This is an optimization exercise on Yosys and OpenROAD, whose aim is small area, not a production implementation.
Only simulation tests tie the RTL to the original design; equivalence was not proved.

$ cat flow/run.sh
#!/bin/bash
# synth_recipe.tcl (not shown) runs the flow's synth.tcl, then flattens the netlist and writes it again
# the make line also repeats each setting of config.mk as NAME=value (left out here)
make -C /OpenROAD-flow-scripts/flow DESIGN_CONFIG=/design/flow/config.mk WORK_HOME=/design/flow/orfs CLKGATE_MAP_FILE= SYNTH_SCRIPT=/design/flow/synth_recipe.tcl finish
$ cat flow/config.mk
export PLATFORM = sky130hd
export DESIGN_NAME = pulse_oximeter
export DESIGN_NICKNAME = pulse_oximeter
export VERILOG_FILES = /design/flow/design.v
export SDC_FILE = /design/flow/constraint.sdc
export NUM_CORES = 4
export LEC_CHECK = 0
export CAP_MARGIN = 20
export CORE_MARGIN = 2
export CORE_UTILIZATION = 40
export SLEW_MARGIN = 20
$ cat flow/constraint.sdc
create_clock -name core_clock -period 15.0 [get_ports {CLK}]
set_input_delay 3.0000 -clock core_clock [delete_from_list [all_inputs] [get_ports {CLK}]]
set_output_delay 3.0000 -clock core_clock [all_outputs]
set_load 0.01 [all_outputs]
$ cat flow/design.v
module Controller (
    input            clk,
    input            rst_n,
    input            Find_Setting,
    input      [7:0] Vppg,
    output reg [6:0] DC_Comp,
    output reg [3:0] PGA_Gain,
    output reg       LED_RED,
    output reg       LED_IR,
    output reg       clk_filter,
    output           cap_red,      
    output           cap_ir,       
    output           run,          
    output           half,         
    output     [2:0] q             
);
    localparam S1 = 4'd0, S9 = 4'd1, S2 = 4'd2, S3 = 4'd3, S4 = 4'd4, S5 = 4'd5,
               S11 = 4'd6, S6 = 4'd7, S7 = 4'd8, S8 = 4'd9, S10 = 4'd10;
    reg [3:0] State;
    reg [8:0] cnt;
    reg       l;
    reg [6:0] Oth_DC;
    reg [3:0] Oth_Gain;
    wire clip_red = (Vppg < 8'd4)  | (Vppg > 8'd250);
    wire clip_ir  = (Vppg < 8'd21) | (Vppg > 8'd250);
    wire low      = Vppg < 8'd150;
    assign run  = (State == S8) | (State == S10);
    assign half = (State == S10);
    assign q    = cnt[2:0];
    wire   c4   = (cnt[2:0] == 3'd4);
    assign cap_red = rst_n & l & (((State == S7) & clip_ir) | ((State == S10) & c4));
    assign cap_ir  = rst_n & l & (State == S8) & c4;
    always @(posedge clk) begin
        if (!rst_n) clk_filter <= 1'b0;
        else        clk_filter <= !clk_filter;
    end
    always @(posedge clk) begin
        if (!rst_n) begin
            State    <= S1;
            LED_RED  <= 1'b0;
            LED_IR   <= 1'b0;
            l        <= 1'b0;
            cnt      <= 9'd0;
            DC_Comp  <= 7'd0;
            PGA_Gain <= 4'd0;
        end else begin
            if (Find_Setting) l <= 1'b1;
            if (l) begin
                case (State)
                S1: begin
                    PGA_Gain <= 4'd0;
                    LED_RED  <= 1'b1;
                    LED_IR   <= 1'b0;
                    if (cnt[1:0] == 2'd2) State <= S9;
                    else cnt <= cnt + 9'd1;
                end
                S9: begin
                    DC_Comp <= DC_Comp + 7'd1;
                    if (low) State <= S2;
                end
                S2: begin
                    PGA_Gain <= PGA_Gain + 4'd1;
                    cnt      <= 9'd0;
                    State    <= S3;
                end
                S3: begin
                    if (clip_red) begin
                        State    <= S4;
                        Oth_DC   <= DC_Comp;
                        Oth_Gain <= PGA_Gain;
                    end else if (cnt == 9'd475) State <= S2;
                    else cnt <= cnt + 9'd1;
                end
                S4: begin
                    LED_RED <= 1'b0;
                    LED_IR  <= 1'b1;
                    DC_Comp <= 7'd0;
                    cnt     <= 9'd0;
                    State   <= S5;
                end
                S5: begin
                    PGA_Gain <= 4'd0;
                    if (cnt[1:0] == 2'd2) State <= S11;
                    else cnt <= cnt + 9'd1;
                end
                S11: begin
                    DC_Comp <= DC_Comp + 7'd1;
                    if (low) State <= S6;
                end
                S6: begin
                    PGA_Gain <= PGA_Gain + 4'd1;
                    cnt      <= 9'd0;
                    State    <= S7;
                end
                S7: begin
                    if (clip_ir) begin
                        LED_IR   <= 1'b0;
                        LED_RED  <= 1'b1;
                        DC_Comp  <= Oth_DC;
                        PGA_Gain <= Oth_Gain;
                        Oth_DC   <= DC_Comp;
                        Oth_Gain <= PGA_Gain;
                        cnt      <= 9'd0;
                        State    <= S8;
                    end else if (cnt == 9'd475) State <= S6;
                    else cnt <= cnt + 9'd1;
                end
                default: begin  
                    if (c4) begin
                        LED_RED  <= !LED_RED;
                        LED_IR   <= !LED_IR;
                        DC_Comp  <= Oth_DC;
                        PGA_Gain <= Oth_Gain;
                        Oth_DC   <= DC_Comp;
                        Oth_Gain <= PGA_Gain;
                        cnt      <= 9'd0;
                        State    <= (State == S8) ? S10 : S8;
                    end else cnt <= cnt + 9'd1;
                end
                endcase
            end
        end
    end
endmodule
module FIR_FILTER2 (
    input             clk,
    input             rst_n,
    input             en,
    input       [7:0] Vppg,
    input             cap_red,
    input             cap_ir,
    input             run,
    input             half,
    input       [2:0] q,
    output reg [19:0] Out_IR,
    output reg [19:0] Out_RED
);
    reg [7:0] R0, R1, R2, R3, R4, R5;
    reg [7:0] I0, I1, I2, I3, I4, I5;
    always @(posedge clk) begin
        if (!rst_n) begin
            R0 <= 0; R1 <= 0; R2 <= 0; R3 <= 0; R4 <= 0; R5 <= 0;
        end else if (cap_red) begin
            R0 <= Vppg; R1 <= R0; R2 <= R1; R3 <= R2; R4 <= R3; R5 <= R4;
        end
    end
    always @(posedge clk) begin
        if (!rst_n) begin
            I0 <= 0; I1 <= 0; I2 <= 0; I3 <= 0; I4 <= 0; I5 <= 0;
        end else if (cap_ir) begin
            I0 <= Vppg; I1 <= I0; I2 <= I1; I3 <= I2; I4 <= I3; I5 <= I4;
        end
    end
    wire ch_red = run & ~(q[0] ^ half);
    wire [7:0] v0 = ch_red ? R0 : I0;
    wire [7:0] v1 = ch_red ? R1 : I1;
    wire [7:0] v2 = ch_red ? R2 : I2;
    wire [7:0] v3 = ch_red ? R3 : I3;
    wire [7:0] v4 = ch_red ? R4 : I4;
    wire [7:0] v5 = ch_red ? R5 : I5;
    wire sel1 = (q == 3'd0);
    wire sel2 = ~q[0] & ~q[2];
    wire sel3 = ~q[0];
    wire sel4 = ~(q[0] & q[1]);
    wire [7:0] x0  = v0;
    wire [7:0] x1  = sel1 ? v1 : v0;
    wire [7:0] x2  = sel2 ? v1 : v0;
    wire [7:0] x3  = sel3 ? v1 : v0;
    wire [7:0] x4  = sel4 ? v1 : v0;
    wire [7:0] x5  = v1;
    wire [7:0] x6  = sel1 ? v2 : v1;
    wire [7:0] x7  = sel2 ? v2 : v1;
    wire [7:0] x8  = sel3 ? v2 : v1;
    wire [7:0] x9  = sel4 ? v2 : v1;
    wire [7:0] x10 = v2;
    wire [7:0] x11 = sel1 ? v3 : v2;
    wire [7:0] x12 = sel2 ? v3 : v2;
    wire [7:0] x13 = sel3 ? v3 : v2;
    wire [7:0] x14 = sel4 ? v3 : v2;
    wire [7:0] x15 = v3;
    wire [7:0] x16 = sel1 ? v4 : v3;
    wire [7:0] x17 = sel2 ? v4 : v3;
    wire [7:0] x18 = sel3 ? v4 : v3;
    wire [7:0] x19 = sel4 ? v4 : v3;
    wire [7:0] x20 = v4;
    wire [7:0] x21 = sel1 ? v5 : v4;
    wire [18:0] mac;
    FIR_MAC u_mac (
        .x0(x0), .x1(x1), .x2(x2), .x3(x3), .x4(x4), .x5(x5), .x6(x6), .x7(x7),
        .x8(x8), .x9(x9), .x10(x10), .x11(x11), .x12(x12), .x13(x13), .x14(x14),
        .x15(x15), .x16(x16), .x17(x17), .x18(x18), .x19(x19), .x20(x20), .x21(x21),
        .sum(mac)
    );
    reg [18:0] A;
    always @(posedge clk) begin
        if (!rst_n) A <= 0;
        else        A <= mac;
    end
    always @(posedge clk) begin
        if (!rst_n) begin
            Out_IR  <= 0;
            Out_RED <= 0;
        end else if (en) begin
            Out_RED <= ch_red ? mac : A;
            Out_IR  <= ch_red ? A : mac;
        end
    end
endmodule
module FIR_MAC (
    input  [7:0] x0, x1, x2, x3, x4, x5, x6, x7, x8, x9, x10, x11, x12, x13, x14, x15, x16, x17, x18, x19, x20, x21,
    output [18:0] sum
);
    wire s1 = x1[0] ^ x20[0];
    wire c2 = x1[0] & x20[0];
    wire s3 = x1[1] ^ x20[1] ^ c2;
    wire c4 = (x1[1] & x20[1]) | (c2 & (x1[1] ^ x20[1]));
    wire s5 = x1[2] ^ x20[2] ^ c4;
    wire c6 = (x1[2] & x20[2]) | (c4 & (x1[2] ^ x20[2]));
    wire s7 = x1[3] ^ x20[3] ^ c6;
    wire c8 = (x1[3] & x20[3]) | (c6 & (x1[3] ^ x20[3]));
    wire s9 = x1[4] ^ x20[4] ^ c8;
    wire c10 = (x1[4] & x20[4]) | (c8 & (x1[4] ^ x20[4]));
    wire s11 = x1[5] ^ x20[5] ^ c10;
    wire c12 = (x1[5] & x20[5]) | (c10 & (x1[5] ^ x20[5]));
    wire s13 = x1[6] ^ x20[6] ^ c12;
    wire c14 = (x1[6] & x20[6]) | (c12 & (x1[6] ^ x20[6]));
    wire s15 = x1[7] ^ x20[7] ^ c14;
    wire c16 = (x1[7] & x20[7]) | (c14 & (x1[7] ^ x20[7]));
    wire [8:0] p1 = {c16, s15, s13, s11, s9, s7, s5, s3, s1};
    wire s17 = x3[0] ^ x18[0];
    wire c18 = x3[0] & x18[0];
    wire s19 = x3[1] ^ x18[1] ^ c18;
    wire c20 = (x3[1] & x18[1]) | (c18 & (x3[1] ^ x18[1]));
    wire s21 = x3[2] ^ x18[2] ^ c20;
    wire c22 = (x3[2] & x18[2]) | (c20 & (x3[2] ^ x18[2]));
    wire s23 = x3[3] ^ x18[3] ^ c22;
    wire c24 = (x3[3] & x18[3]) | (c22 & (x3[3] ^ x18[3]));
    wire s25 = x3[4] ^ x18[4] ^ c24;
    wire c26 = (x3[4] & x18[4]) | (c24 & (x3[4] ^ x18[4]));
    wire s27 = x3[5] ^ x18[5] ^ c26;
    wire c28 = (x3[5] & x18[5]) | (c26 & (x3[5] ^ x18[5]));
    wire s29 = x3[6] ^ x18[6] ^ c28;
    wire c30 = (x3[6] & x18[6]) | (c28 & (x3[6] ^ x18[6]));
    wire s31 = x3[7] ^ x18[7] ^ c30;
    wire c32 = (x3[7] & x18[7]) | (c30 & (x3[7] ^ x18[7]));
    wire [8:0] p3 = {c32, s31, s29, s27, s25, s23, s21, s19, s17};
    wire s33 = x4[0] ^ x17[0];
    wire c34 = x4[0] & x17[0];
    wire s35 = x4[1] ^ x17[1] ^ c34;
    wire c36 = (x4[1] & x17[1]) | (c34 & (x4[1] ^ x17[1]));
    wire s37 = x4[2] ^ x17[2] ^ c36;
    wire c38 = (x4[2] & x17[2]) | (c36 & (x4[2] ^ x17[2]));
    wire s39 = x4[3] ^ x17[3] ^ c38;
    wire c40 = (x4[3] & x17[3]) | (c38 & (x4[3] ^ x17[3]));
    wire s41 = x4[4] ^ x17[4] ^ c40;
    wire c42 = (x4[4] & x17[4]) | (c40 & (x4[4] ^ x17[4]));
    wire s43 = x4[5] ^ x17[5] ^ c42;
    wire c44 = (x4[5] & x17[5]) | (c42 & (x4[5] ^ x17[5]));
    wire s45 = x4[6] ^ x17[6] ^ c44;
    wire c46 = (x4[6] & x17[6]) | (c44 & (x4[6] ^ x17[6]));
    wire s47 = x4[7] ^ x17[7] ^ c46;
    wire c48 = (x4[7] & x17[7]) | (c46 & (x4[7] ^ x17[7]));
    wire [8:0] p4 = {c48, s47, s45, s43, s41, s39, s37, s35, s33};
    wire s49 = x5[0] ^ x16[0];
    wire c50 = x5[0] & x16[0];
    wire s51 = x5[1] ^ x16[1] ^ c50;
    wire c52 = (x5[1] & x16[1]) | (c50 & (x5[1] ^ x16[1]));
    wire s53 = x5[2] ^ x16[2] ^ c52;
    wire c54 = (x5[2] & x16[2]) | (c52 & (x5[2] ^ x16[2]));
    wire s55 = x5[3] ^ x16[3] ^ c54;
    wire c56 = (x5[3] & x16[3]) | (c54 & (x5[3] ^ x16[3]));
    wire s57 = x5[4] ^ x16[4] ^ c56;
    wire c58 = (x5[4] & x16[4]) | (c56 & (x5[4] ^ x16[4]));
    wire s59 = x5[5] ^ x16[5] ^ c58;
    wire c60 = (x5[5] & x16[5]) | (c58 & (x5[5] ^ x16[5]));
    wire s61 = x5[6] ^ x16[6] ^ c60;
    wire c62 = (x5[6] & x16[6]) | (c60 & (x5[6] ^ x16[6]));
    wire s63 = x5[7] ^ x16[7] ^ c62;
    wire c64 = (x5[7] & x16[7]) | (c62 & (x5[7] ^ x16[7]));
    wire [8:0] p5 = {c64, s63, s61, s59, s57, s55, s53, s51, s49};
    wire s65 = x6[0] ^ x15[0];
    wire c66 = x6[0] & x15[0];
    wire s67 = x6[1] ^ x15[1] ^ c66;
    wire c68 = (x6[1] & x15[1]) | (c66 & (x6[1] ^ x15[1]));
    wire s69 = x6[2] ^ x15[2] ^ c68;
    wire c70 = (x6[2] & x15[2]) | (c68 & (x6[2] ^ x15[2]));
    wire s71 = x6[3] ^ x15[3] ^ c70;
    wire c72 = (x6[3] & x15[3]) | (c70 & (x6[3] ^ x15[3]));
    wire s73 = x6[4] ^ x15[4] ^ c72;
    wire c74 = (x6[4] & x15[4]) | (c72 & (x6[4] ^ x15[4]));
    wire s75 = x6[5] ^ x15[5] ^ c74;
    wire c76 = (x6[5] & x15[5]) | (c74 & (x6[5] ^ x15[5]));
    wire s77 = x6[6] ^ x15[6] ^ c76;
    wire c78 = (x6[6] & x15[6]) | (c76 & (x6[6] ^ x15[6]));
    wire s79 = x6[7] ^ x15[7] ^ c78;
    wire c80 = (x6[7] & x15[7]) | (c78 & (x6[7] ^ x15[7]));
    wire [8:0] p6 = {c80, s79, s77, s75, s73, s71, s69, s67, s65};
    wire s81 = x7[0] ^ x14[0];
    wire c82 = x7[0] & x14[0];
    wire s83 = x7[1] ^ x14[1] ^ c82;
    wire c84 = (x7[1] & x14[1]) | (c82 & (x7[1] ^ x14[1]));
    wire s85 = x7[2] ^ x14[2] ^ c84;
    wire c86 = (x7[2] & x14[2]) | (c84 & (x7[2] ^ x14[2]));
    wire s87 = x7[3] ^ x14[3] ^ c86;
    wire c88 = (x7[3] & x14[3]) | (c86 & (x7[3] ^ x14[3]));
    wire s89 = x7[4] ^ x14[4] ^ c88;
    wire c90 = (x7[4] & x14[4]) | (c88 & (x7[4] ^ x14[4]));
    wire s91 = x7[5] ^ x14[5] ^ c90;
    wire c92 = (x7[5] & x14[5]) | (c90 & (x7[5] ^ x14[5]));
    wire s93 = x7[6] ^ x14[6] ^ c92;
    wire c94 = (x7[6] & x14[6]) | (c92 & (x7[6] ^ x14[6]));
    wire s95 = x7[7] ^ x14[7] ^ c94;
    wire c96 = (x7[7] & x14[7]) | (c94 & (x7[7] ^ x14[7]));
    wire [8:0] p7 = {c96, s95, s93, s91, s89, s87, s85, s83, s81};
    wire s97 = x8[0] ^ x13[0];
    wire c98 = x8[0] & x13[0];
    wire s99 = x8[1] ^ x13[1] ^ c98;
    wire c100 = (x8[1] & x13[1]) | (c98 & (x8[1] ^ x13[1]));
    wire s101 = x8[2] ^ x13[2] ^ c100;
    wire c102 = (x8[2] & x13[2]) | (c100 & (x8[2] ^ x13[2]));
    wire s103 = x8[3] ^ x13[3] ^ c102;
    wire c104 = (x8[3] & x13[3]) | (c102 & (x8[3] ^ x13[3]));
    wire s105 = x8[4] ^ x13[4] ^ c104;
    wire c106 = (x8[4] & x13[4]) | (c104 & (x8[4] ^ x13[4]));
    wire s107 = x8[5] ^ x13[5] ^ c106;
    wire c108 = (x8[5] & x13[5]) | (c106 & (x8[5] ^ x13[5]));
    wire s109 = x8[6] ^ x13[6] ^ c108;
    wire c110 = (x8[6] & x13[6]) | (c108 & (x8[6] ^ x13[6]));
    wire s111 = x8[7] ^ x13[7] ^ c110;
    wire c112 = (x8[7] & x13[7]) | (c110 & (x8[7] ^ x13[7]));
    wire [8:0] p8 = {c112, s111, s109, s107, s105, s103, s101, s99, s97};
    wire s113 = x9[0] ^ x12[0];
    wire c114 = x9[0] & x12[0];
    wire s115 = x9[1] ^ x12[1] ^ c114;
    wire c116 = (x9[1] & x12[1]) | (c114 & (x9[1] ^ x12[1]));
    wire s117 = x9[2] ^ x12[2] ^ c116;
    wire c118 = (x9[2] & x12[2]) | (c116 & (x9[2] ^ x12[2]));
    wire s119 = x9[3] ^ x12[3] ^ c118;
    wire c120 = (x9[3] & x12[3]) | (c118 & (x9[3] ^ x12[3]));
    wire s121 = x9[4] ^ x12[4] ^ c120;
    wire c122 = (x9[4] & x12[4]) | (c120 & (x9[4] ^ x12[4]));
    wire s123 = x9[5] ^ x12[5] ^ c122;
    wire c124 = (x9[5] & x12[5]) | (c122 & (x9[5] ^ x12[5]));
    wire s125 = x9[6] ^ x12[6] ^ c124;
    wire c126 = (x9[6] & x12[6]) | (c124 & (x9[6] ^ x12[6]));
    wire s127 = x9[7] ^ x12[7] ^ c126;
    wire c128 = (x9[7] & x12[7]) | (c126 & (x9[7] ^ x12[7]));
    wire [8:0] p9 = {c128, s127, s125, s123, s121, s119, s117, s115, s113};
    wire s129 = 1'b1 ^ p4[0] ^ ~p7[0];
    wire c130 = (1'b1 & p4[0]) | (~p7[0] & (1'b1 ^ p4[0]));
    wire s131 = ~p8[0] ^ ~p9[0] ^ s129;
    wire c132 = (~p8[0] & ~p9[0]) | (s129 & (~p8[0] ^ ~p9[0]));
    wire s133 = x0[0] ^ x21[0] ^ p1[0];
    wire c134 = (x0[0] & x21[0]) | (p1[0] & (x0[0] ^ x21[0]));
    wire s135 = p4[0] ^ ~p6[0] ^ p4[1];
    wire c136 = (p4[0] & ~p6[0]) | (p4[1] & (p4[0] ^ ~p6[0]));
    wire s137 = s133 ^ ~p7[1] ^ ~p8[1];
    wire c138 = (s133 & ~p7[1]) | (~p8[1] & (s133 ^ ~p7[1]));
    wire s139 = ~p9[1] ^ c130 ^ s135;
    wire c140 = (~p9[1] & c130) | (s135 & (~p9[1] ^ c130));
    wire s141 = c132 ^ s137 ^ s139;
    wire c142 = (c132 & s137) | (s139 & (c132 ^ s137));
    wire s143 = 1'b1 ^ x0[1] ^ x21[1];
    wire c144 = (1'b1 & x0[1]) | (x21[1] & (1'b1 ^ x0[1]));
    wire s145 = ~p3[0] ^ ~p5[0] ^ s143;
    wire c146 = (~p3[0] & ~p5[0]) | (s143 & (~p3[0] ^ ~p5[0]));
    wire s147 = p1[1] ^ p4[1] ^ c134;
    wire c148 = (p1[1] & p4[1]) | (c134 & (p1[1] ^ p4[1]));
    wire s149 = ~p6[1] ^ s145 ^ c136;
    wire c150 = (~p6[1] & s145) | (c136 & (~p6[1] ^ s145));
    wire s151 = p4[2] ^ s147 ^ c138;
    wire c152 = (p4[2] & s147) | (c138 & (p4[2] ^ s147));
    wire s153 = ~p7[2] ^ ~p8[2] ^ ~p9[2];
    wire c154 = (~p7[2] & ~p8[2]) | (~p9[2] & (~p7[2] ^ ~p8[2]));
    wire s155 = c140 ^ s149 ^ s151;
    wire c156 = (c140 & s149) | (s151 & (c140 ^ s149));
    wire s157 = s153 ^ c142 ^ s155;
    wire c158 = (s153 & c142) | (s155 & (s153 ^ c142));
    wire s159 = x0[2] ^ x21[2] ^ p1[0];
    wire c160 = (x0[2] & x21[2]) | (p1[0] & (x0[2] ^ x21[2]));
    wire s161 = p4[0] ^ ~p9[0] ^ c144;
    wire c162 = (p4[0] & ~p9[0]) | (c144 & (p4[0] ^ ~p9[0]));
    wire s163 = s159 ^ ~p3[1] ^ ~p5[1];
    wire c164 = (s159 & ~p3[1]) | (~p5[1] & (s159 ^ ~p3[1]));
    wire s165 = s161 ^ c146 ^ c148;
    wire c166 = (s161 & c146) | (c148 & (s161 ^ c146));
    wire s167 = p1[2] ^ p4[2] ^ ~p6[2];
    wire c168 = (p1[2] & p4[2]) | (~p6[2] & (p1[2] ^ p4[2]));
    wire s169 = s163 ^ c150 ^ p4[3];
    wire c170 = (s163 & c150) | (p4[3] & (s163 ^ c150));
    wire s171 = s165 ^ c152 ^ ~p7[3];
    wire c172 = (s165 & c152) | (~p7[3] & (s165 ^ c152));
    wire s173 = ~p8[3] ^ ~p9[3] ^ c154;
    wire c174 = (~p8[3] & ~p9[3]) | (c154 & (~p8[3] ^ ~p9[3]));
    wire s175 = s167 ^ s169 ^ c156;
    wire c176 = (s167 & s169) | (c156 & (s167 ^ s169));
    wire s177 = s171 ^ s173 ^ c158;
    wire c178 = (s171 & s173) | (c158 & (s171 ^ s173));
    wire s179 = s175 ^ s177;
    wire c180 = s175 & s177;
    wire s181 = x0[3] ^ x21[3] ^ x2[0];
    wire c182 = (x0[3] & x21[3]) | (x2[0] & (x0[3] ^ x21[3]));
    wire s183 = x19[0] ^ p6[0] ^ ~p8[0];
    wire c184 = (x19[0] & p6[0]) | (~p8[0] & (x19[0] ^ p6[0]));
    wire s185 = s181 ^ p1[1] ^ p4[1];
    wire c186 = (s181 & p1[1]) | (p4[1] & (s181 ^ p1[1]));
    wire s187 = c160 ^ ~p9[1] ^ c162;
    wire c188 = (c160 & ~p9[1]) | (c162 & (c160 ^ ~p9[1]));
    wire s189 = s183 ^ s185 ^ c164;
    wire c190 = (s183 & s185) | (c164 & (s183 ^ s185));
    wire s191 = ~p3[2] ^ ~p5[2] ^ s187;
    wire c192 = (~p3[2] & ~p5[2]) | (s187 & (~p3[2] ^ ~p5[2]));
    wire s193 = c166 ^ p1[3] ^ p4[3];
    wire c194 = (c166 & p1[3]) | (p4[3] & (c166 ^ p1[3]));
    wire s195 = ~p6[3] ^ c168 ^ s189;
    wire c196 = (~p6[3] & c168) | (s189 & (~p6[3] ^ c168));
    wire s197 = s191 ^ p4[4] ^ c170;
    wire c198 = (s191 & p4[4]) | (c170 & (s191 ^ p4[4]));
    wire s199 = s193 ^ ~p7[4] ^ ~p8[4];
    wire c200 = (s193 & ~p7[4]) | (~p8[4] & (s193 ^ ~p7[4]));
    wire s201 = ~p9[4] ^ c172 ^ c174;
    wire c202 = (~p9[4] & c172) | (c174 & (~p9[4] ^ c172));
    wire s203 = s195 ^ s197 ^ c176;
    wire c204 = (s195 & s197) | (c176 & (s195 ^ s197));
    wire s205 = s199 ^ s201 ^ c178;
    wire c206 = (s199 & s201) | (c178 & (s199 ^ s201));
    wire s207 = s203 ^ c180 ^ s205;
    wire c208 = (s203 & c180) | (s205 & (s203 ^ c180));
    wire s209 = 1'b1 ^ x0[4] ^ x21[4];
    wire c210 = (1'b1 & x0[4]) | (x21[4] & (1'b1 ^ x0[4]));
    wire s211 = x2[1] ^ x19[1] ^ p3[0];
    wire c212 = (x2[1] & x19[1]) | (p3[0] & (x2[1] ^ x19[1]));
    wire s213 = p4[0] ^ p7[0] ^ c182;
    wire c214 = (p4[0] & p7[0]) | (c182 & (p4[0] ^ p7[0]));
    wire s215 = s209 ^ p6[1] ^ s211;
    wire c216 = (s209 & p6[1]) | (s211 & (s209 ^ p6[1]));
    wire s217 = ~p8[1] ^ c184 ^ s213;
    wire c218 = (~p8[1] & c184) | (s213 & (~p8[1] ^ c184));
    wire s219 = c186 ^ p1[2] ^ p4[2];
    wire c220 = (c186 & p1[2]) | (p4[2] & (c186 ^ p1[2]));
    wire s221 = s215 ^ ~p9[2] ^ c188;
    wire c222 = (s215 & ~p9[2]) | (c188 & (s215 ^ ~p9[2]));
    wire s223 = s217 ^ s219 ^ c190;
    wire c224 = (s217 & s219) | (c190 & (s217 ^ s219));
    wire s225 = ~p3[3] ^ ~p5[3] ^ c192;
    wire c226 = (~p3[3] & ~p5[3]) | (c192 & (~p3[3] ^ ~p5[3]));
    wire s227 = s221 ^ p1[4] ^ p4[4];
    wire c228 = (s221 & p1[4]) | (p4[4] & (s221 ^ p1[4]));
    wire s229 = c194 ^ ~p6[4] ^ c196;
    wire c230 = (c194 & ~p6[4]) | (c196 & (c194 ^ ~p6[4]));
    wire s231 = s223 ^ s225 ^ p4[5];
    wire c232 = (s223 & s225) | (p4[5] & (s223 ^ s225));
    wire s233 = c198 ^ s227 ^ ~p7[5];
    wire c234 = (c198 & s227) | (~p7[5] & (c198 ^ s227));
    wire s235 = ~p8[5] ^ ~p9[5] ^ c200;
    wire c236 = (~p8[5] & ~p9[5]) | (c200 & (~p8[5] ^ ~p9[5]));
    wire s237 = c202 ^ s229 ^ s231;
    wire c238 = (c202 & s229) | (s231 & (c202 ^ s229));
    wire s239 = c204 ^ s233 ^ s235;
    wire c240 = (c204 & s233) | (s235 & (c204 ^ s233));
    wire s241 = s237 ^ c206 ^ s239;
    wire c242 = (s237 & c206) | (s239 & (s237 ^ c206));
    wire s243 = c208 ^ s241;
    wire c244 = c208 & s241;
    wire s245 = x0[5] ^ x21[5] ^ x2[2];
    wire c246 = (x0[5] & x21[5]) | (x2[2] & (x0[5] ^ x21[5]));
    wire s247 = x19[2] ^ p5[0] ^ p6[0];
    wire c248 = (x19[2] & p5[0]) | (p6[0] & (x19[2] ^ p5[0]));
    wire s249 = p7[0] ^ c210 ^ s245;
    wire c250 = (p7[0] & c210) | (s245 & (p7[0] ^ c210));
    wire s251 = p3[1] ^ p4[1] ^ p7[1];
    wire c252 = (p3[1] & p4[1]) | (p7[1] & (p3[1] ^ p4[1]));
    wire s253 = c212 ^ s247 ^ c214;
    wire c254 = (c212 & s247) | (c214 & (c212 ^ s247));
    wire s255 = s249 ^ p6[2] ^ c216;
    wire c256 = (s249 & p6[2]) | (c216 & (s249 ^ p6[2]));
    wire s257 = s251 ^ ~p8[2] ^ c218;
    wire c258 = (s251 & ~p8[2]) | (c218 & (s251 ^ ~p8[2]));
    wire s259 = s253 ^ p1[3] ^ p4[3];
    wire c260 = (s253 & p1[3]) | (p4[3] & (s253 ^ p1[3]));
    wire s261 = c220 ^ ~p9[3] ^ s255;
    wire c262 = (c220 & ~p9[3]) | (s255 & (c220 ^ ~p9[3]));
    wire s263 = c222 ^ s257 ^ s259;
    wire c264 = (c222 & s257) | (s259 & (c222 ^ s257));
    wire s265 = c224 ^ ~p3[4] ^ ~p5[4];
    wire c266 = (c224 & ~p3[4]) | (~p5[4] & (c224 ^ ~p3[4]));
    wire s267 = s261 ^ c226 ^ p1[5];
    wire c268 = (s261 & c226) | (p1[5] & (s261 ^ c226));
    wire s269 = p4[5] ^ c228 ^ ~p6[5];
    wire c270 = (p4[5] & c228) | (~p6[5] & (p4[5] ^ c228));
    wire s271 = s263 ^ c230 ^ s265;
    wire c272 = (s263 & c230) | (s265 & (s263 ^ c230));
    wire s273 = p4[6] ^ c232 ^ s267;
    wire c274 = (p4[6] & c232) | (s267 & (p4[6] ^ c232));
    wire s275 = ~p7[6] ^ ~p8[6] ^ ~p9[6];
    wire c276 = (~p7[6] & ~p8[6]) | (~p9[6] & (~p7[6] ^ ~p8[6]));
    wire s277 = c234 ^ c236 ^ s269;
    wire c278 = (c234 & c236) | (s269 & (c234 ^ c236));
    wire s279 = s271 ^ c238 ^ s273;
    wire c280 = (s271 & c238) | (s273 & (s271 ^ c238));
    wire s281 = c240 ^ s275 ^ s277;
    wire c282 = (c240 & s275) | (s277 & (c240 ^ s275));
    wire s283 = s279 ^ c242 ^ s281;
    wire c284 = (s279 & c242) | (s281 & (s279 ^ c242));
    wire s285 = c244 ^ s283;
    wire c286 = c244 & s283;
    wire s287 = x0[6] ^ x21[6] ^ x2[3];
    wire c288 = (x0[6] & x21[6]) | (x2[3] & (x0[6] ^ x21[6]));
    wire s289 = x19[3] ^ x10[0] ^ x11[0];
    wire c290 = (x19[3] & x10[0]) | (x11[0] & (x19[3] ^ x10[0]));
    wire s291 = p8[0] ^ p9[0] ^ c246;
    wire c292 = (p8[0] & p9[0]) | (c246 & (p8[0] ^ p9[0]));
    wire s293 = s287 ^ s289 ^ p5[1];
    wire c294 = (s287 & s289) | (p5[1] & (s287 ^ s289));
    wire s295 = p6[1] ^ p7[1] ^ c248;
    wire c296 = (p6[1] & p7[1]) | (c248 & (p6[1] ^ p7[1]));
    wire s297 = s291 ^ c250 ^ c252;
    wire c298 = (s291 & c250) | (c252 & (s291 ^ c250));
    wire s299 = p3[2] ^ p4[2] ^ p7[2];
    wire c300 = (p3[2] & p4[2]) | (p7[2] & (p3[2] ^ p4[2]));
    wire s301 = s293 ^ s295 ^ c254;
    wire c302 = (s293 & s295) | (c254 & (s293 ^ s295));
    wire s303 = p6[3] ^ c256 ^ s297;
    wire c304 = (p6[3] & c256) | (s297 & (p6[3] ^ c256));
    wire s305 = s299 ^ ~p8[3] ^ c258;
    wire c306 = (s299 & ~p8[3]) | (c258 & (s299 ^ ~p8[3]));
    wire s307 = s301 ^ p1[4] ^ p4[4];
    wire c308 = (s301 & p1[4]) | (p4[4] & (s301 ^ p1[4]));
    wire s309 = c260 ^ ~p9[4] ^ c262;
    wire c310 = (c260 & ~p9[4]) | (c262 & (c260 ^ ~p9[4]));
    wire s311 = s303 ^ s305 ^ c264;
    wire c312 = (s303 & s305) | (c264 & (s303 ^ s305));
    wire s313 = s307 ^ ~p3[5] ^ ~p5[5];
    wire c314 = (s307 & ~p3[5]) | (~p5[5] & (s307 ^ ~p3[5]));
    wire s315 = c266 ^ s309 ^ p1[6];
    wire c316 = (c266 & s309) | (p1[6] & (c266 ^ s309));
    wire s317 = p4[6] ^ c268 ^ ~p6[6];
    wire c318 = (p4[6] & c268) | (~p6[6] & (p4[6] ^ c268));
    wire s319 = c270 ^ s311 ^ c272;
    wire c320 = (c270 & s311) | (c272 & (c270 ^ s311));
    wire s321 = s313 ^ p4[7] ^ s315;
    wire c322 = (s313 & p4[7]) | (s315 & (s313 ^ p4[7]));
    wire s323 = c274 ^ ~p7[7] ^ ~p8[7];
    wire c324 = (c274 & ~p7[7]) | (~p8[7] & (c274 ^ ~p7[7]));
    wire s325 = ~p9[7] ^ c276 ^ c278;
    wire c326 = (~p9[7] & c276) | (c278 & (~p9[7] ^ c276));
    wire s327 = s317 ^ s319 ^ s321;
    wire c328 = (s317 & s319) | (s321 & (s317 ^ s319));
    wire s329 = c280 ^ s323 ^ c282;
    wire c330 = (c280 & s323) | (c282 & (c280 ^ s323));
    wire s331 = s325 ^ s327 ^ c284;
    wire c332 = (s325 & s327) | (c284 & (s325 ^ s327));
    wire s333 = s329 ^ c286 ^ s331;
    wire c334 = (s329 & c286) | (s331 & (s329 ^ c286));
    wire s335 = x0[7] ^ x21[7] ^ x2[4];
    wire c336 = (x0[7] & x21[7]) | (x2[4] & (x0[7] ^ x21[7]));
    wire s337 = x19[4] ^ x10[1] ^ x11[1];
    wire c338 = (x19[4] & x10[1]) | (x11[1] & (x19[4] ^ x10[1]));
    wire s339 = c288 ^ c290 ^ s335;
    wire c340 = (c288 & c290) | (s335 & (c288 ^ c290));
    wire s341 = s337 ^ p8[1] ^ p9[1];
    wire c342 = (s337 & p8[1]) | (p9[1] & (s337 ^ p8[1]));
    wire s343 = c292 ^ s339 ^ c294;
    wire c344 = (c292 & s339) | (c294 & (c292 ^ s339));
    wire s345 = c296 ^ p5[2] ^ p6[2];
    wire c346 = (c296 & p5[2]) | (p6[2] & (c296 ^ p5[2]));
    wire s347 = p7[2] ^ s341 ^ c298;
    wire c348 = (p7[2] & s341) | (c298 & (p7[2] ^ s341));
    wire s349 = p3[3] ^ p4[3] ^ p7[3];
    wire c350 = (p3[3] & p4[3]) | (p7[3] & (p3[3] ^ p4[3]));
    wire s351 = c300 ^ s343 ^ s345;
    wire c352 = (c300 & s343) | (s345 & (c300 ^ s343));
    wire s353 = c302 ^ p6[4] ^ c304;
    wire c354 = (c302 & p6[4]) | (c304 & (c302 ^ p6[4]));
    wire s355 = s347 ^ s349 ^ ~p8[4];
    wire c356 = (s347 & s349) | (~p8[4] & (s347 ^ s349));
    wire s357 = s351 ^ c306 ^ p1[5];
    wire c358 = (s351 & c306) | (p1[5] & (s351 ^ c306));
    wire s359 = p4[5] ^ c308 ^ ~p9[5];
    wire c360 = (p4[5] & c308) | (~p9[5] & (p4[5] ^ c308));
    wire s361 = c310 ^ s353 ^ s355;
    wire c362 = (c310 & s353) | (s355 & (c310 ^ s353));
    wire s363 = c312 ^ s357 ^ ~p3[6];
    wire c364 = (c312 & s357) | (~p3[6] & (c312 ^ s357));
    wire s365 = ~p5[6] ^ c314 ^ s359;
    wire c366 = (~p5[6] & c314) | (s359 & (~p5[6] ^ c314));
    wire s367 = s361 ^ p4[8] ^ p1[7];
    wire c368 = (s361 & p4[8]) | (p1[7] & (s361 ^ p4[8]));
    wire s369 = p4[7] ^ c316 ^ ~p7[8];
    wire c370 = (p4[7] & c316) | (~p7[8] & (p4[7] ^ c316));
    wire s371 = ~p8[8] ^ ~p9[8] ^ ~p6[7];
    wire c372 = (~p8[8] & ~p9[8]) | (~p6[7] & (~p8[8] ^ ~p9[8]));
    wire s373 = c318 ^ c320 ^ s363;
    wire c374 = (c318 & c320) | (s363 & (c318 ^ c320));
    wire s375 = s365 ^ c322 ^ s367;
    wire c376 = (s365 & c322) | (s367 & (s365 ^ c322));
    wire s377 = c324 ^ s369 ^ s371;
    wire c378 = (c324 & s369) | (s371 & (c324 ^ s369));
    wire s379 = c326 ^ s373 ^ c328;
    wire c380 = (c326 & s373) | (c328 & (c326 ^ s373));
    wire s381 = s375 ^ s377 ^ c330;
    wire c382 = (s375 & s377) | (c330 & (s375 ^ s377));
    wire s383 = s379 ^ c332 ^ s381;
    wire c384 = (s379 & c332) | (s381 & (s379 ^ c332));
    wire s385 = c334 ^ s383;
    wire c386 = c334 & s383;
    wire s387 = 1'b1 ^ x2[5] ^ x19[5];
    wire c388 = (1'b1 & x2[5]) | (x19[5] & (1'b1 ^ x2[5]));
    wire s389 = x10[2] ^ x11[2] ^ c336;
    wire c390 = (x10[2] & x11[2]) | (c336 & (x10[2] ^ x11[2]));
    wire s391 = c338 ^ s387 ^ s389;
    wire c392 = (c338 & s387) | (s389 & (c338 ^ s387));
    wire s393 = c340 ^ c342 ^ p8[2];
    wire c394 = (c340 & c342) | (p8[2] & (c340 ^ c342));
    wire s395 = p9[2] ^ s391 ^ c344;
    wire c396 = (p9[2] & s391) | (c344 & (p9[2] ^ s391));
    wire s397 = p5[3] ^ p6[3] ^ p7[3];
    wire c398 = (p5[3] & p6[3]) | (p7[3] & (p5[3] ^ p6[3]));
    wire s399 = c346 ^ s393 ^ c348;
    wire c400 = (c346 & s393) | (c348 & (c346 ^ s393));
    wire s401 = p3[4] ^ p4[4] ^ p7[4];
    wire c402 = (p3[4] & p4[4]) | (p7[4] & (p3[4] ^ p4[4]));
    wire s403 = c350 ^ s395 ^ c352;
    wire c404 = (c350 & s395) | (c352 & (c350 ^ s395));
    wire s405 = s397 ^ p6[5] ^ c354;
    wire c406 = (s397 & p6[5]) | (c354 & (s397 ^ p6[5]));
    wire s407 = s399 ^ s401 ^ ~p8[5];
    wire c408 = (s399 & s401) | (~p8[5] & (s399 ^ s401));
    wire s409 = c356 ^ s403 ^ p1[6];
    wire c410 = (c356 & s403) | (p1[6] & (c356 ^ s403));
    wire s411 = p4[6] ^ c358 ^ ~p9[6];
    wire c412 = (p4[6] & c358) | (~p9[6] & (p4[6] ^ c358));
    wire s413 = c360 ^ s405 ^ c362;
    wire c414 = (c360 & s405) | (c362 & (c360 ^ s405));
    wire s415 = s407 ^ p1[8] ^ p4[8];
    wire c416 = (s407 & p1[8]) | (p4[8] & (s407 ^ p1[8]));
    wire s417 = ~p6[8] ^ s409 ^ ~p3[7];
    wire c418 = (~p6[8] & s409) | (~p3[7] & (~p6[8] ^ s409));
    wire s419 = ~p5[7] ^ c364 ^ c366;
    wire c420 = (~p5[7] & c364) | (c366 & (~p5[7] ^ c364));
    wire s421 = s411 ^ s413 ^ s415;
    wire c422 = (s411 & s413) | (s415 & (s411 ^ s413));
    wire s423 = c368 ^ c370 ^ c372;
    wire c424 = (c368 & c370) | (c372 & (c368 ^ c370));
    wire s425 = s417 ^ c374 ^ s419;
    wire c426 = (s417 & c374) | (s419 & (s417 ^ c374));
    wire s427 = s421 ^ c376 ^ c378;
    wire c428 = (s421 & c376) | (c378 & (s421 ^ c376));
    wire s429 = s423 ^ s425 ^ c380;
    wire c430 = (s423 & s425) | (c380 & (s423 ^ s425));
    wire s431 = s427 ^ c382 ^ s429;
    wire c432 = (s427 & c382) | (s429 & (s427 ^ c382));
    wire s433 = c384 ^ c386 ^ s431;
    wire c434 = (c384 & c386) | (s431 & (c384 ^ c386));
    wire s435 = 1'b1 ^ x2[6] ^ x19[6];
    wire c436 = (1'b1 & x2[6]) | (x19[6] & (1'b1 ^ x2[6]));
    wire s437 = x10[3] ^ x11[3] ^ c388;
    wire c438 = (x10[3] & x11[3]) | (c388 & (x10[3] ^ x11[3]));
    wire s439 = s435 ^ c390 ^ s437;
    wire c440 = (s435 & c390) | (s437 & (s435 ^ c390));
    wire s441 = c392 ^ s439 ^ p8[3];
    wire c442 = (c392 & s439) | (p8[3] & (c392 ^ s439));
    wire s443 = p9[3] ^ c394 ^ c396;
    wire c444 = (p9[3] & c394) | (c396 & (p9[3] ^ c394));
    wire s445 = p5[4] ^ p6[4] ^ p7[4];
    wire c446 = (p5[4] & p6[4]) | (p7[4] & (p5[4] ^ p6[4]));
    wire s447 = c398 ^ s441 ^ c400;
    wire c448 = (c398 & s441) | (c400 & (c398 ^ s441));
    wire s449 = p3[5] ^ p4[5] ^ p7[5];
    wire c450 = (p3[5] & p4[5]) | (p7[5] & (p3[5] ^ p4[5]));
    wire s451 = c402 ^ s443 ^ c404;
    wire c452 = (c402 & s443) | (c404 & (c402 ^ s443));
    wire s453 = s445 ^ p6[6] ^ c406;
    wire c454 = (s445 & p6[6]) | (c406 & (s445 ^ p6[6]));
    wire s455 = s447 ^ s449 ^ ~p8[6];
    wire c456 = (s447 & s449) | (~p8[6] & (s447 ^ s449));
    wire s457 = c408 ^ s451 ^ p1[7];
    wire c458 = (c408 & s451) | (p1[7] & (c408 ^ s451));
    wire s459 = p4[7] ^ c410 ^ ~p3[8];
    wire c460 = (p4[7] & c410) | (~p3[8] & (p4[7] ^ c410));
    wire s461 = ~p5[8] ^ ~p9[7] ^ s453;
    wire c462 = (~p5[8] & ~p9[7]) | (s453 & (~p5[8] ^ ~p9[7]));
    wire s463 = c412 ^ c414 ^ s455;
    wire c464 = (c412 & c414) | (s455 & (c412 ^ c414));
    wire s465 = c416 ^ s457 ^ c418;
    wire c466 = (c416 & s457) | (c418 & (c416 ^ s457));
    wire s467 = s459 ^ s461 ^ c420;
    wire c468 = (s459 & s461) | (c420 & (s459 ^ s461));
    wire s469 = s463 ^ c422 ^ c424;
    wire c470 = (s463 & c422) | (c424 & (s463 ^ c422));
    wire s471 = s465 ^ c426 ^ s467;
    wire c472 = (s465 & c426) | (s467 & (s465 ^ c426));
    wire s473 = c428 ^ s469 ^ s471;
    wire c474 = (c428 & s469) | (s471 & (c428 ^ s469));
    wire s475 = c430 ^ s473 ^ c432;
    wire c476 = (c430 & s473) | (c432 & (c430 ^ s473));
    wire s477 = c434 ^ s475;
    wire c478 = c434 & s475;
    wire s479 = x2[7] ^ x19[7] ^ x10[4];
    wire c480 = (x2[7] & x19[7]) | (x10[4] & (x2[7] ^ x19[7]));
    wire s481 = x11[4] ^ c436 ^ s479;
    wire c482 = (x11[4] & c436) | (s479 & (x11[4] ^ c436));
    wire s483 = c438 ^ s481 ^ c440;
    wire c484 = (c438 & s481) | (c440 & (c438 ^ s481));
    wire s485 = s483 ^ p8[4] ^ p9[4];
    wire c486 = (s483 & p8[4]) | (p9[4] & (s483 ^ p8[4]));
    wire s487 = c442 ^ c444 ^ p5[5];
    wire c488 = (c442 & c444) | (p5[5] & (c442 ^ c444));
    wire s489 = p6[5] ^ p7[5] ^ c446;
    wire c490 = (p6[5] & p7[5]) | (c446 & (p6[5] ^ p7[5]));
    wire s491 = s485 ^ c448 ^ p3[6];
    wire c492 = (s485 & c448) | (p3[6] & (s485 ^ c448));
    wire s493 = p4[6] ^ p7[6] ^ c450;
    wire c494 = (p4[6] & p7[6]) | (c450 & (p4[6] ^ p7[6]));
    wire s495 = c452 ^ s487 ^ s489;
    wire c496 = (c452 & s487) | (s489 & (c452 ^ s487));
    wire s497 = p1[8] ^ p4[8] ^ p6[7];
    wire c498 = (p1[8] & p4[8]) | (p6[7] & (p1[8] ^ p4[8]));
    wire s499 = ~p9[8] ^ c454 ^ s491;
    wire c500 = (~p9[8] & c454) | (s491 & (~p9[8] ^ c454));
    wire s501 = s493 ^ ~p8[7] ^ c456;
    wire c502 = (s493 & ~p8[7]) | (c456 & (s493 ^ ~p8[7]));
    wire s503 = s495 ^ c458 ^ c460;
    wire c504 = (s495 & c458) | (c460 & (s495 ^ c458));
    wire s505 = s497 ^ c462 ^ s499;
    wire c506 = (s497 & c462) | (s499 & (s497 ^ c462));
    wire s507 = c464 ^ s501 ^ c466;
    wire c508 = (c464 & s501) | (c466 & (c464 ^ s501));
    wire s509 = s503 ^ s505 ^ c468;
    wire c510 = (s503 & s505) | (c468 & (s503 ^ s505));
    wire s511 = c470 ^ s507 ^ c472;
    wire c512 = (c470 & s507) | (c472 & (c470 ^ s507));
    wire s513 = s509 ^ c474 ^ s511;
    wire c514 = (s509 & c474) | (s511 & (s509 ^ c474));
    wire s515 = s513 ^ c476 ^ c478;
    wire c516 = (s513 & c476) | (c478 & (s513 ^ c476));
    wire s517 = 1'b1 ^ x10[5] ^ x11[5];
    wire c518 = (1'b1 & x10[5]) | (x11[5] & (1'b1 ^ x10[5]));
    wire s519 = c480 ^ s517 ^ c482;
    wire c520 = (c480 & s517) | (c482 & (c480 ^ s517));
    wire s521 = s519 ^ c484 ^ p8[5];
    wire c522 = (s519 & c484) | (p8[5] & (s519 ^ c484));
    wire s523 = p9[5] ^ c486 ^ p5[6];
    wire c524 = (p9[5] & c486) | (p5[6] & (p9[5] ^ c486));
    wire s525 = p6[6] ^ p7[6] ^ c488;
    wire c526 = (p6[6] & p7[6]) | (c488 & (p6[6] ^ p7[6]));
    wire s527 = c490 ^ s521 ^ p6[8];
    wire c528 = (c490 & s521) | (p6[8] & (c490 ^ s521));
    wire s529 = p3[7] ^ p4[7] ^ p7[7];
    wire c530 = (p3[7] & p4[7]) | (p7[7] & (p3[7] ^ p4[7]));
    wire s531 = c492 ^ c494 ^ ~p8[8];
    wire c532 = (c492 & c494) | (~p8[8] & (c492 ^ c494));
    wire s533 = s523 ^ s525 ^ c496;
    wire c534 = (s523 & s525) | (c496 & (s523 ^ s525));
    wire s535 = s527 ^ c498 ^ c500;
    wire c536 = (s527 & c498) | (c500 & (s527 ^ c498));
    wire s537 = s529 ^ s531 ^ c502;
    wire c538 = (s529 & s531) | (c502 & (s529 ^ s531));
    wire s539 = s533 ^ c504 ^ c506;
    wire c540 = (s533 & c504) | (c506 & (s533 ^ c504));
    wire s541 = s535 ^ s537 ^ c508;
    wire c542 = (s535 & s537) | (c508 & (s535 ^ s537));
    wire s543 = s539 ^ c510 ^ s541;
    wire c544 = (s539 & c510) | (s541 & (s539 ^ c510));
    wire s545 = c512 ^ s543 ^ c514;
    wire c546 = (c512 & s543) | (c514 & (c512 ^ s543));
    wire s547 = c516 ^ s545;
    wire c548 = c516 & s545;
    wire s549 = 1'b1 ^ x10[6] ^ x11[6];
    wire c550 = (1'b1 & x10[6]) | (x11[6] & (1'b1 ^ x10[6]));
    wire s551 = c518 ^ s549 ^ c520;
    wire c552 = (c518 & s549) | (c520 & (c518 ^ s549));
    wire s553 = s551 ^ p8[6] ^ p9[6];
    wire c554 = (s551 & p8[6]) | (p9[6] & (s551 ^ p8[6]));
    wire s555 = c522 ^ p3[8] ^ p4[8];
    wire c556 = (c522 & p3[8]) | (p4[8] & (c522 ^ p3[8]));
    wire s557 = p7[8] ^ p5[7] ^ p6[7];
    wire c558 = (p7[8] & p5[7]) | (p6[7] & (p7[8] ^ p5[7]));
    wire s559 = p7[7] ^ c524 ^ c526;
    wire c560 = (p7[7] & c524) | (c526 & (p7[7] ^ c524));
    wire s561 = s553 ^ c528 ^ s555;
    wire c562 = (s553 & c528) | (s555 & (s553 ^ c528));
    wire s563 = c530 ^ c532 ^ s557;
    wire c564 = (c530 & c532) | (s557 & (c530 ^ c532));
    wire s565 = s559 ^ c534 ^ s561;
    wire c566 = (s559 & c534) | (s561 & (s559 ^ c534));
    wire s567 = c536 ^ s563 ^ c538;
    wire c568 = (c536 & s563) | (c538 & (c536 ^ s563));
    wire s569 = s565 ^ c540 ^ s567;
    wire c570 = (s565 & c540) | (s567 & (s565 ^ c540));
    wire s571 = c542 ^ s569 ^ c544;
    wire c572 = (c542 & s569) | (c544 & (c542 ^ s569));
    wire s573 = s571 ^ c546 ^ c548;
    wire c574 = (s571 & c546) | (c548 & (s571 ^ c546));
    wire s575 = x10[7] ^ x11[7] ^ c550;
    wire c576 = (x10[7] & x11[7]) | (c550 & (x10[7] ^ x11[7]));
    wire s577 = s575 ^ c552 ^ p5[8];
    wire c578 = (s575 & c552) | (p5[8] & (s575 ^ c552));
    wire s579 = p6[8] ^ p7[8] ^ p8[7];
    wire c580 = (p6[8] & p7[8]) | (p8[7] & (p6[8] ^ p7[8]));
    wire s581 = p9[7] ^ c554 ^ c556;
    wire c582 = (p9[7] & c554) | (c556 & (p9[7] ^ c554));
    wire s583 = s577 ^ c558 ^ c560;
    wire c584 = (s577 & c558) | (c560 & (s577 ^ c558));
    wire s585 = s579 ^ c562 ^ s581;
    wire c586 = (s579 & c562) | (s581 & (s579 ^ c562));
    wire s587 = c564 ^ s583 ^ c566;
    wire c588 = (c564 & s583) | (c566 & (c564 ^ s583));
    wire s589 = s585 ^ c568 ^ s587;
    wire c590 = (s585 & c568) | (s587 & (s585 ^ c568));
    wire s591 = c570 ^ s589 ^ c572;
    wire c592 = (c570 & s589) | (c572 & (c570 ^ s589));
    wire s593 = c574 ^ s591;
    wire c594 = c574 & s591;
    wire s595 = 1'b1 ^ c576 ^ p8[8];
    wire c596 = (1'b1 & c576) | (p8[8] & (1'b1 ^ c576));
    wire s597 = p9[8] ^ c578 ^ s595;
    wire c598 = (p9[8] & c578) | (s595 & (p9[8] ^ c578));
    wire s599 = c580 ^ c582 ^ c584;
    wire c600 = (c580 & c582) | (c584 & (c580 ^ c582));
    wire s601 = s597 ^ c586 ^ s599;
    wire c602 = (s597 & c586) | (s599 & (s597 ^ c586));
    wire s603 = c588 ^ s601 ^ c590;
    wire c604 = (c588 & s601) | (c590 & (c588 ^ s601));
    wire s605 = s603 ^ c592 ^ c594;
    wire c606 = (s603 & c592) | (c594 & (s603 ^ c592));
    wire s607 = 1'b1 ^ c596 ^ c598;
    wire c608 = (1'b1 & c596) | (c598 & (1'b1 ^ c596));
    wire s609 = c600 ^ s607 ^ c602;
    wire c610 = (c600 & s607) | (c602 & (c600 ^ s607));
    wire s611 = s609 ^ c604 ^ c606;
    wire c612 = (s609 & c604) | (c606 & (s609 ^ c604));
    wire s613 = 1'b1 ^ c608 ^ c610;
    wire c614 = (1'b1 & c608) | (c610 & (1'b1 ^ c608));
    wire s615 = c612 ^ s613;
    wire c616 = c612 & s613;
    wire s617 = 1'b1 ^ c614 ^ c616;
    wire c618 = (1'b1 & c614) | (c616 & (1'b1 ^ c614));
    assign sum = {s617, s615, s611, s605, s593, s573, s547, s515, s477, s433, s385, s333, s285, s243, s207, s179, s157, s141, s131};
endmodule
module pulse_oximeter (
    input         CLK,
    input         rst_n,
    input         Find_Setting,
    input  [7:0]  V_ADC,
    output [6:0]  DC_Comp,
    output [3:0]  PGA_Gain,
    output        LED_IR,
    output        LED_RED,
    output [19:0] Out_IR,
    output [19:0] Out_RED
);
    wire       clk_filter, cap_red, cap_ir, run, half;
    wire [2:0] q;
    Controller u_ctrl (
        .clk(CLK), .rst_n(rst_n), .Find_Setting(Find_Setting), .Vppg(V_ADC),
        .DC_Comp(DC_Comp), .PGA_Gain(PGA_Gain), .LED_RED(LED_RED), .LED_IR(LED_IR),
        .clk_filter(clk_filter), .cap_red(cap_red), .cap_ir(cap_ir),
        .run(run), .half(half), .q(q)
    );
    FIR_FILTER2 u_fir (
        .clk(CLK), .rst_n(rst_n), .en(!clk_filter), .Vppg(V_ADC),
        .cap_red(cap_red), .cap_ir(cap_ir), .run(run), .half(half), .q(q),
        .Out_IR(Out_IR), .Out_RED(Out_RED)
    );
endmodule
==> run notes <==
## state kept, by name, indices dropped and copies added (netlist names), 9 cells and up
register,count
u_fir.A,19
u_ctrl.cnt,9
u_fir.Out_IR,19
u_fir.Out_RED,19
## area by class of cell
type                    count  share of cell area, %
inverters                 304                   6.20
clock inverters            13                  0.720
repair buffers             75                   3.86
well taps                 539                   3.66
clock buffers              19                   2.46
flip-flops and latches    192                   21.5
multi-input cells        1303                   61.6
## path summary, 6_finish.rpt
check,slack (ns),start,endpoint,depth (start not counted)
max,3.48,u_ctrl.State[1],u_fir.Out_RED[18],43
min,0.45,u_fir.I5[5],u_fir.I5[5],2
max reg2reg,3.48,u_ctrl.State[1],u_fir.Out_RED[18],43
min reg2reg,0.45,u_fir.I5[5],u_fir.I5[5],2
## worst max-delay path: cells and delay by family, from the launching register on
family / cells / cell delay [ns]
xor+xnor: 1 / 0.15
buf+inv: 11 / 1.35
fa+ha+maj: 22 / 7.53
compound gates: 4 / 0.63
mux: 1 / 0.42
simple gates: 4 / 0.50
flops: 1 / 0.82
## cell usage after synthesis (all sizes together), types with 9 or more instances
cell type	number	area (um^2)
inv	304	1140
nand2	282	1060
fa	279	5590
dfxtp	181	3620
a21oi	173	877
nor2	166	628
o21ai	111	556
mux2i	78	792
clkbuf	64	240
buf	37	238
ha	34	425
a211oi	23	183
mux2	16	184
nand3	16	85.1
and2	13	81.3
nor3	13	92.6
edfxtp	11	330
nor2b	11	68.8
nand2b	9	56.3
## cells by family (layout without fill, tap and decap cells)
| kind of cell | count (synthesis) | count (layout) | share of synthesized area [%] |
|---|---|---|---|
| adders and majority gates | 313 | 313 | 35.6 |
| muxes | 94 | 94 | 5.78 |
| xor gates and xnor gates | 8 | 8 | 0.415 |
| and+or+nand+nor | 540 | 540 | 13.7 |
| other | 1 | 2 | 0.0222 |
| DFF | 192 | 192 | 23.4 |
| buffers and inverters | 405 | 411 | 9.58 |
| AOI/OAI and AO/OA | 346 | 346 | 11.5 |
## routing by layer
metal  GRT usage [%]  vias to the layer above  wire (um)
li1                -                     5955          -
met3            2.89                       25       1880
met1            28.8                     6204      20300
met5               0                        -          0
met2            33.4                      292      20400
met4            3.82                        0        346
## stage by stage
step	area, um^2	util [%]	hold slack (ns)	instances	worst slack, ns
floorplan	16900	-	0.428	1900	4.82
global placement	17800	42.6	0.435	2413	3.53
detailed placement	17800	42.6	0.439	2413	3.42
CTS	18400	44.0	0.449	2445	3.45
global route	18400	44.0	0.473	2445	2.77
finish	18400	44.0	0.449	2445	3.48
==> flow_summary.ini <==
[outcome]
status = no timing/DRC/antenna violations

[sta]
relSlewSlack_pct = 30.3
rsz0062_at_grt = false
tightest_slew_ns = 1.03
setup_viol = 0
fmax_mhz = 86.8
period_needed_ns = 11.52
slew_viol_final = 0
finalHoldViolations = 0
post-route-period-util_pct = 76.8
skew_ns = 0.0213
finalSetupTns_ns = 0

[grt]
grt_pass1_wl_um = 69100
grt_max_degree = 97
grt.overflow.total = 0
grt_pass1_vias = 12537
antenna_found_initial = 0
grt_util_all_layers_pct = 20.3

[critical_path]
start_kind = flop
critical_path.max_stage_delay_ns = 0.82
cp_common_cell = fa_1
critPathRequiredTime_ns = 15.36
arrival_ns = 11.89
cp_slowest_cell = dfxtp_1
crit_path_end_kind = flop
crit_type = reg2reg
path_max_fanout = 44

[yosys]
synth_cells = 1899
synthesis.area_um2 = 16900
ys_seq_area_share_pct = 23.4
yosys_most_used_dff = dfxtp_1
synth_seq_cells = 192
yosysUniqueCellTypes = 75
synth-warning-count = 2
synth_edf_count = 11
async_flop_share_pct = 0
syn_area_per_cell_um2 = 8.90

[cts]
hold_buffers = 0
numCtsBuffers = 17
clk_pin_slew_worst_paths_ns = 0.08
cts.sinks = 192
cts_max_level = 4
clockBufferDepth = 2
cts_tree = yes
worstSkewPairLatency_ns = 0.46
cts-resized-gates = 0
post_cts_buffers = 0
cts-root-buf = clkbuf_16

[final_layout]
final_cell_mix = inv_1, nand2_1, fa_1
mostFrequentLayoutCell = inv_1
layout-drive-gt1-share_pct = 5.09
regArea_um2 = 3960
nFillCells = 4104
diodes = 0
multiInputGateArea_um2 = 11400
synthToLayoutAreaGrowth_pct = 9.04
final_nets = 2217

[die]
core_area_um2 = 41900
io_pins = 64
die-area_um2 = 43900
start_util_pct = 40.4
rows = 75
die_w_um = 210
die_height_um = 210

[placement]
hpwl_um = 34000
gp_congestion = 0.892
numPortBuffers = 61

[route]
vias = 12476
dr.pass1.iters = 6
vias_per_cell = 5.10
wirelength_um = 42900
ant_nets = 0
routedWlPerCell_um = 17.5
drtIter0Drc = 960
route.detailed.drc = 0

[flow_run]
maxCapViolCount = 0

[hold_path]
hp-class = reg2reg

[separate check: timing with driven ports]
How much do the figures lean on ideal ports? The routed layout below was timed once more, with nothing changed but the port constraints. Step 1, drivers: a clkbuf_16 drives CLK and a buf_2 each remaining input, both assumed. Step 2, shift: input delay + t, output delay - t, t = (earliest + latest rising clock arrival at the registers) / 2. This alone moves slack from input paths to output paths. Three values: ideal, step 1, step 2; two values: the first two.
t (ns): 0.504
setup slack, ns: 3.477 / 3.477 / 3.477
worst register clock-pin slew, ns: 0.08 / 0.08
worst slew at a driven data input, ns: 0.03
pins driven straight from the clock port: 1
After both steps this run still meets setup and hold. The setup slack of this run moves by 0.000 ns with the drivers and by 0.000 ns with both steps.
